Context: an optimization exercise on an open-source flow, tuned for small area, a short achievable clock period and few clock cycles per item. The choices shown serve that exercise and are no tape-out recipe.
At most, simulation tests tie the RTL to the original design; equivalence was not proved.
No activity file was given, so power comes from the tool's default toggle rates.

## try-delta
==> flow/design.v (excerpt) <==
module HP_FP_Pipelined_Adder (  
	input clk,
	input rst,
	input [15:0] in1,
	input [15:0] in2,
	input enable,
	output reg done,
	output [15:0] sum
);
clock: 6.0 ns
lec_check: 0
abc_area: 1
cap_margin: 20
core_margin: 2
core_utilization: 40
setup_slack_margin: 0.8
slew_margin: 20
standard.sh (not shown) runs the stock make flow with config.mk's settings and CLKGATE_MAP_FILE= SYNTH_SCRIPT=/design/flow/synth_recipe.tcl, a recipe that flattens the netlist after the stock synthesis.
==> flow/flow/run.sh <==
#!/bin/bash
# Standard layout, but the port buffers use a small fast buffer instead of the
# default delay-buffer cell.
set -euo pipefail
export BUFFER_PORTS_ARGS="-buffer_cell sky130_fd_sc_hd__buf_1"
bash standard.sh > standard.log 2>&1
Testbench counts of try-delta, summed over its fixed seeds: cycles 6,400, items 3,200.
Changes in try-pepper relative to try-delta:
- SETUP_SLACK_MARGIN now 1.6, was 0.8
### Flow results
- The higher power came out of try-pepper.
- Setup slack of the worst register-to-register path: try-pepper better than try-delta
- Area of placed instances for try-pepper: 24 sq um up relative to try-delta
- Looking at total number of vias, try-pepper sits above try-delta.
- A critical path start-end classification of register to primary output is what try-delta shows, while primary input to register belongs to try-pepper.
- Changes observed in try-pepper relative to try-delta: routed wire length now larger; count of antenna diodes in the layout held.
For try-quartz, these inputs were changed with respect to try-pepper:
- SETUP_SLACK_MARGIN changed from 1.6 to 0.5
Results
Per the comparison of try-quartz with try-pepper, sequential cell area share rose 3.2 points; endpoint arrival time on the critical path went up by 710 ps; wire length lost about 14%.
Compared try-quartz vs try-pepper, and clock network power share is up in try-quartz.
Against try-pepper, try-quartz reports a setup slack that is lower.
What try-garnet does differently from try-quartz at the input level:
- swapping 0.5 for 1.3 in SETUP_SLACK_MARGIN
Results
Largest fanout on the critical path down 18 in try-garnet wrt try-quartz
Taking try-quartz as the reference, in try-garnet global-route wire length before repair now larger, multi-input logic cell count higher.
Diff try-quartz..try-garnet | clock skew | negligible
try-garnet — register fraction of the total cell area 1.4 points lower, try-quartz as reference

========
P:
HP_FP_Pipelined_Adder, a different RTL version from the one above (not shown whole).
For scale: ~830 cells after synthesis, roughly 22 flip-flops, roughly 4900 sq um of cells after synthesis.
export LEC_CHECK = 0
export ABC_AREA = 1
export CAP_MARGIN = 20
export CORE_MARGIN = 2
export CORE_UTILIZATION = 40
export SLEW_MARGIN = 20
create_clock -name core_clock -period 6.0 [get_ports {clk}]
==> flow/flow/run.sh <==
#!/bin/bash
# Standard layout, but the port buffers use a small fast buffer instead of the
# default delay-buffer cell.
set -euo pipefail
export BUFFER_PORTS_ARGS="-buffer_cell sky130_fd_sc_hd__buf_2"
bash standard.sh > standard.log 2>&1
What Q does differently from P at the input level:
==> flow/run.sh (new file) <==
#!/bin/bash
# synth_recipe.tcl (not shown) runs the flow's synth.tcl, then flattens the netlist and writes it again
# the make line also repeats each setting of config.mk as NAME=value (left out here)
make -C /OpenROAD-flow-scripts/flow DESIGN_CONFIG=/design/flow/config.mk WORK_HOME=/design/flow/orfs CLKGATE_MAP_FILE= SYNTH_SCRIPT=/design/flow/synth_recipe.tcl finish
removed: flow/flow/run.sh
removed: flow/standard.sh
--- outcome ---
- Q against P: sequential share of layout area down 0.75 points, area of combinational cells with multiple inputs now sits higher.
- Lower clock power goes to Q over P.
- Sort P and Q by global-route usage, descending, and Q comes first.
- The lower utilization came out of P.
- The run showing the greater violation count after the first detailed-routing iteration is Q.
- In Q the share of power burned in combinational logic turned out 3.1 points higher than in P.
- The relative contribution of the clock network to total power number comes out higher for P vs Q.
- Compared Q vs P, and count of vias placed by the detailed router is up in Q.
- Delta (Q minus P): placed instance area saw an increase, number of standard cells in the final layout excluding fillers higher.
No run of this note included a check of the RTL's function; only the layout flow was run.

========
HP_FP_Pipelined_Adder, a different RTL version from the one above (not shown whole).
For scale: roughly 21 flip-flops, ~52 I/O pins, about 4000 sq um of cells after synthesis.
clock: 6.0 ns
lec_check: 0
abc_area: 1
cap_margin: 20
core_margin: 2
core_utilization: 40
gpl_timing_driven: 1
setup_slack_margin: 1.5
slew_margin: 20
==> flow/flow/run.sh <==
#!/bin/bash
# Standard layout with two changes:
# - synthesis is the standard synthesis script, run without ORFS's
#   full/half-adder extraction (ADDER_MAP_FILE empty), so that ABC maps the
#   arithmetic together with the rest of the logic; registers are mapped and
#   named exactly as in the standard synthesis;
# - the port buffers use a small fast buffer instead of the default
#   delay-buffer cell.
set -euo pipefail
W=$PWD
export BUFFER_PORTS_ARGS="-buffer_cell sky130_fd_sc_hd__buf_1"
make -C "$FLOW_HOME" DESIGN_CONFIG=$W/config.mk WORK_HOME=$W/orfs CLKGATE_MAP_FILE= SYNTH_SCRIPT=$W/synth_recipe.tcl ADDER_MAP_FILE= synth > synth.log 2>&1
bash standard.sh > standard.log 2>&1
Testbench counts at the start, summed over its fixed seeds: cycles 6,400, items 3,200.
Edit:
--- a/flow/config.mk
+++ b/flow/config.mk
@@ -11,2 +11 @@
-export CORE_UTILIZATION = 40
-export GPL_TIMING_DRIVEN = 1
+export CORE_UTILIZATION = 55
Wire length shrinks slightly.
First-iteration DRC count grows by a quarter to a third.
Fmax shrinks by a few percent.
Edit:
==> flow/run.sh (new file) <==
#!/bin/bash
# synth_recipe.tcl (not shown) runs the flow's synth.tcl, then flattens the netlist and writes it again
# the make line also repeats each setting of config.mk as NAME=value (left out here)
make -C /OpenROAD-flow-scripts/flow DESIGN_CONFIG=/design/flow/config.mk WORK_HOME=/design/flow/orfs CLKGATE_MAP_FILE= SYNTH_SCRIPT=/design/flow/synth_recipe.tcl finish
--- a/flow/config.mk
+++ b/flow/config.mk
@@ -11,2 +11,2 @@
-export CORE_UTILIZATION = 55
-export SETUP_SLACK_MARGIN = 1.5
+export CORE_UTILIZATION = 40
+export SETUP_SLACK_MARGIN = 0.8
removed: flow/flow/run.sh
removed: flow/standard.sh
What happened:
- The changed run ran to the end with no violations
- cell area goes up by about 13%
- worst hold slack gets better by 0.0093 ns
- fmax goes down by 12%
- global-route usage goes down by 8.3 points
- core utilization goes down by 11 points
- sequential share of layout area goes down by 1.6 points
- register-to-register slack gets worse by 0.53 ns
- clock skew is about the same
- clock power hardly moves
- flip-flop and latch count does not change
- non-clock buffer count goes up by 18
Edit:
==> flow/flow/run.sh (new file) <==
#!/bin/bash
# Standard layout with two changes:
# - synthesis is the standard synthesis script, run without ORFS's
#   full/half-adder extraction (ADDER_MAP_FILE empty), so that ABC maps the
#   arithmetic together with the rest of the logic; registers are mapped and
#   named exactly as in the standard synthesis;
# - the port buffers use a small fast buffer instead of the default
#   delay-buffer cell.
set -euo pipefail
W=$PWD
export BUFFER_PORTS_ARGS="-buffer_cell sky130_fd_sc_hd__buf_2"
make -C "$FLOW_HOME" DESIGN_CONFIG=$W/config.mk WORK_HOME=$W/orfs CLKGATE_MAP_FILE= SYNTH_SCRIPT=$W/synth_recipe.tcl ADDER_MAP_FILE= synth > synth.log 2>&1
bash standard.sh > standard.log 2>&1
==> flow/standard.sh (new file) <==
#!/bin/bash
# synth_recipe.tcl (not shown) runs the flow's synth.tcl, then flattens the netlist and writes it again
# the make line also repeats each setting of config.mk as NAME=value (left out here)
make -C /OpenROAD-flow-scripts/flow DESIGN_CONFIG=/design/flow/config.mk WORK_HOME=/design/flow/orfs CLKGATE_MAP_FILE= SYNTH_SCRIPT=/design/flow/synth_recipe.tcl "${@:-finish}"
--- a/flow/config.mk
+++ b/flow/config.mk
@@ -12 +12 @@
-export SETUP_SLACK_MARGIN = 0.8
+export SETUP_SLACK_MARGIN = 1.5
removed: flow/run.sh
Result: The new run went through all stages and came out clean. Worst hold slack gains 0.020 ns. Power is lower by roughly a tenth. Via count is higher by a little under a tenth. Cell area fell by a little under a tenth. Utilization drops by 4.4 points. Register-to-register slack improves by 0.44 ns. Maximum frequency came out higher by about a fifth. Sequential cell count stays the same.

========
## the baseline
The RTL this note starts from:
==> flow/design.v <==
module HP_FP_Pipelined_Adder (  
	input clk,
	input rst,
	input [15:0] in1,
	input [15:0] in2,
	input enable,
	output reg done,
	output [15:0] sum
);
	function automatic [13:0] skaddx14(input [13:0] a, input [13:0] b, input x);
		reg [13:0] g, p, G, P;
		integer i, l, j;
		begin
			g = a & b; p = a ^ b;
			G = g; P = p;
			for (l = 0; l < 4; l = l + 1)
				for (i = 0; i < 14; i = i + 1)
					if ((i >> l) & 1) begin
						j = ((i >> l) << l) - 1;
						G[i] = G[i] | (P[i] & G[j]);
						P[i] = P[i] & P[j];
					end
			skaddx14 = (p ^ {14{x}}) ^ {G[12:0], 1'b0};
		end
	endfunction
	reg busy;
	reg [18:0] R;
	wire [15:0] x1 = R[15:0];
	wire [15:0] x2 = in2;
	wire [4:0] e1 = x1[14:10];
	wire [4:0] e2 = x2[14:10];
	wire [10:0] ma1 = {|x1[14:0], x1[9:0]};
	wire [10:0] ma2 = {|x2[14:0], x2[9:0]};
	wire [5:0] d12 = {1'b0, e1} - {1'b0, e2};
	wire [4:0] d21 = e2 - e1;
	wire gt = d12[5];                  
	wire eq = (e1 == e2);
	wire [4:0] d = gt ? d21 : d12[4:0];
	wire swap = gt | (eq & (x2[9:0] > x1[9:0]));
	wire [10:0] mb = swap ? ma2 : ma1;
	wire [10:0] msr = swap ? ma1 : ma2;
	wire [4:0] eb = gt ? e2 : e1;
	wire [12:0] ms = {msr & {11{busy}}, 2'b00} >> d;
	wire sub = x1[15] ^ x2[15];
	wire [13:0] fa = busy ? {1'b0, mb, 2'b00} ^ {14{sub}} : {in1[12:0], 1'b0};
	wire [13:0] f = skaddx14(fa, {1'b0, ms}, sub & busy);
	wire sb = swap ? x2[15] : x1[15];
	wire [4:0] er = R[17:13];
	wire [13:0] fr = {R[12:0], 1'b0};
	wire nz = |R[12:0];
	reg [13:0] lim;
	integer k;
	always @(*) for (k = 0; k < 14; k = k + 1) lim[k] = (er == 5'd12 - k);
	wire [13:0] mm = fr | lim;
	wire [15:0] m16 = {mm, 2'b11};
	wire [7:0] v1;
	wire [7:0] z1;
	wire [3:0] v2;
	wire [7:0] z2;
	wire [1:0] v3;
	wire [5:0] z3;
	genvar q;
	generate
		for (q = 0; q < 8; q = q + 1) begin : lz1
			assign v1[q] = m16[2*q+1] | m16[2*q];
			assign z1[q] = ~m16[2*q+1];
		end
		for (q = 0; q < 4; q = q + 1) begin : lz2
			assign v2[q] = v1[2*q+1] | v1[2*q];
			assign z2[2*q+1:2*q] = v1[2*q+1] ? {1'b0, z1[2*q+1]} : {1'b1, z1[2*q]};
		end
		for (q = 0; q < 2; q = q + 1) begin : lz3
			assign v3[q] = v2[2*q+1] | v2[2*q];
			assign z3[3*q+2:3*q] = v2[2*q+1] ? {1'b0, z2[4*q+3:4*q+2]} : {1'b1, z2[4*q+1:4*q]};
		end
	endgenerate
	wire [3:0] t = v3[1] ? {1'b0, z3[5:3]} : {1'b1, z3[2:0]};
	wire [13:0] ns = fr << t;
	wire [4:0] en = nz ? (er + 5'd1 - {1'b0, t}) : 5'd0;
	assign sum = {R[18] & nz, en, ns[12:3]};
	always @(posedge clk)
		if (busy | enable) R <= {sb, busy ? eb : {2'b00, in1[15:13]}, f[13:1]};
	always @(posedge clk) begin
		if (rst) begin
			busy <= 1'b0;
			done <= 1'b0;
		end else if (busy) begin
			busy <= 1'b0;
			done <= 1'b1;
		end else if (enable) begin
			busy <= 1'b1;
			done <= 1'b0;
		end
	end
endmodule
Settings: LEC_CHECK=0, ABC_AREA=1, CAP_MARGIN=20, CORE_MARGIN=2, CORE_UTILIZATION=40, SETUP_SLACK_MARGIN=1.5, SLEW_MARGIN=20; clock period 6.0 ns.
==> flow/flow/run.sh <==
#!/bin/bash
# Standard layout with two changes:
# - synthesis is the standard synthesis script, run without ORFS's
#   full/half-adder extraction (ADDER_MAP_FILE empty), so that ABC maps the
#   arithmetic together with the rest of the logic; registers are mapped and
#   named exactly as in the standard synthesis;
# - the port buffers use a small fast buffer instead of the default
#   delay-buffer cell.
set -euo pipefail
W=$PWD
export BUFFER_PORTS_ARGS="-buffer_cell sky130_fd_sc_hd__buf_1"
make -C "$FLOW_HOME" DESIGN_CONFIG=$W/config.mk WORK_HOME=$W/orfs CLKGATE_MAP_FILE= SYNTH_SCRIPT=$W/synth_recipe.tcl ADDER_MAP_FILE= synth > synth.log 2>&1
bash standard.sh > standard.log 2>&1
Input changes introduced in the candidate (baseline for comparison: the baseline):
==> flow/flow/run.sh <==
#!/bin/bash
# Standard layout, but the port buffers use a small fast buffer instead of the
# default delay-buffer cell.
set -euo pipefail
export BUFFER_PORTS_ARGS="-buffer_cell sky130_fd_sc_hd__buf_1"
bash standard.sh > standard.log 2>&1
diff --git a/flow/config.mk b/flow/config.mk
--- a/flow/config.mk
+++ b/flow/config.mk
@@ -12 +12 @@
-export SETUP_SLACK_MARGIN = 1.5
+export SETUP_SLACK_MARGIN = 1.0
Notes after the runs:
Re aggregate global-route resource usage: the baseline and the candidate aren't equal, and the higher value belongs to the baseline.
The baseline vs the candidate, worst setup path startpoint: R[13] vs R[8]
The candidate ends up with a post-synthesis adder-cell area fraction that is 13 points higher than in the baseline.
The worst endpoint data arrival time reported for the candidate is greater than that of the baseline by 0.35 ns.
Per the comparison of the candidate with the baseline, combinational share of power roughly the same, register share of the cell area higher.
Fraction of synthesized cell area in xor and xnor cells: the baseline vs the candidate, no meaningful difference
Summary — layout overhead on the synthesized area, the candidate relative to the baseline: lower, by 3.3 points.
The cell area of the candidate falls short of that of the baseline by 95 sq um.
Die boundary height (the candidate vs. the baseline) increases slightly
Function was not checked in any run of this note: the RTL went through the layout flow alone.

==> port drivers added, routing unchanged <==
In the flow no input, the clock included, has a driving cell. The finished layouts below were timed again as built, in two steps.
Step 1 (the two cells are an assumption about what drives the block):
set clk [get_ports {clk}]
set_driving_cell -lib_cell sky130_fd_sc_hd__clkbuf_16 $clk
set_driving_cell -lib_cell sky130_fd_sc_hd__buf_2 [delete_from_list [all_inputs] $clk]
Step 2 also shifts input and output timing later by t, the mid clock arrival at the registers, as if the neighbouring blocks saw the same clock.
a / b / c = ideal / step 1 / step 2; a / b = the first two.
| run | shift t [ns] | slack for setup (ns) | worst data-port slew with drivers (ns) |
|---|---|---|---|
| try-delta | 0.300 | 1.098 / 1.071 / 0.836 | 0.04 |
| try-pepper | 0.282 | 1.644 / 1.628 / 1.346 | 0.05 |
| try-quartz | 0.301 | 0.956 / 0.959 / 0.658 | 0.04 |
| try-garnet | 0.301 | 1.452 / 1.455 / 1.154 | 0.04 |
| P | 0.286 | 0.603 / 0.612 / 0.325 | 0.04 |
| Q | 0.286 | 0.465 / 0.461 / 0.175 | 0.04 |
| the first run of note 3 | 0.283 | 1.733 / 1.708 / 1.573 | 0.04 |
| the second run of note 3 | 0.288 | 1.593 / 1.566 / 1.496 | 0.04 |
| the third run of note 3 | 0.288 | 0.993 / 0.988 / 0.700 | 0.04 |
| the fourth run of note 3 | 0.295 | 1.686 / 1.658 / 1.564 | 0.03 |
| the baseline | 0.304 | 1.573 / 1.543 / 1.521 | 0.04 |
| the candidate | 0.296 | 1.224 / 1.198 / 0.974 | 0.04 |
After both steps setup and hold are still met in every run listed.
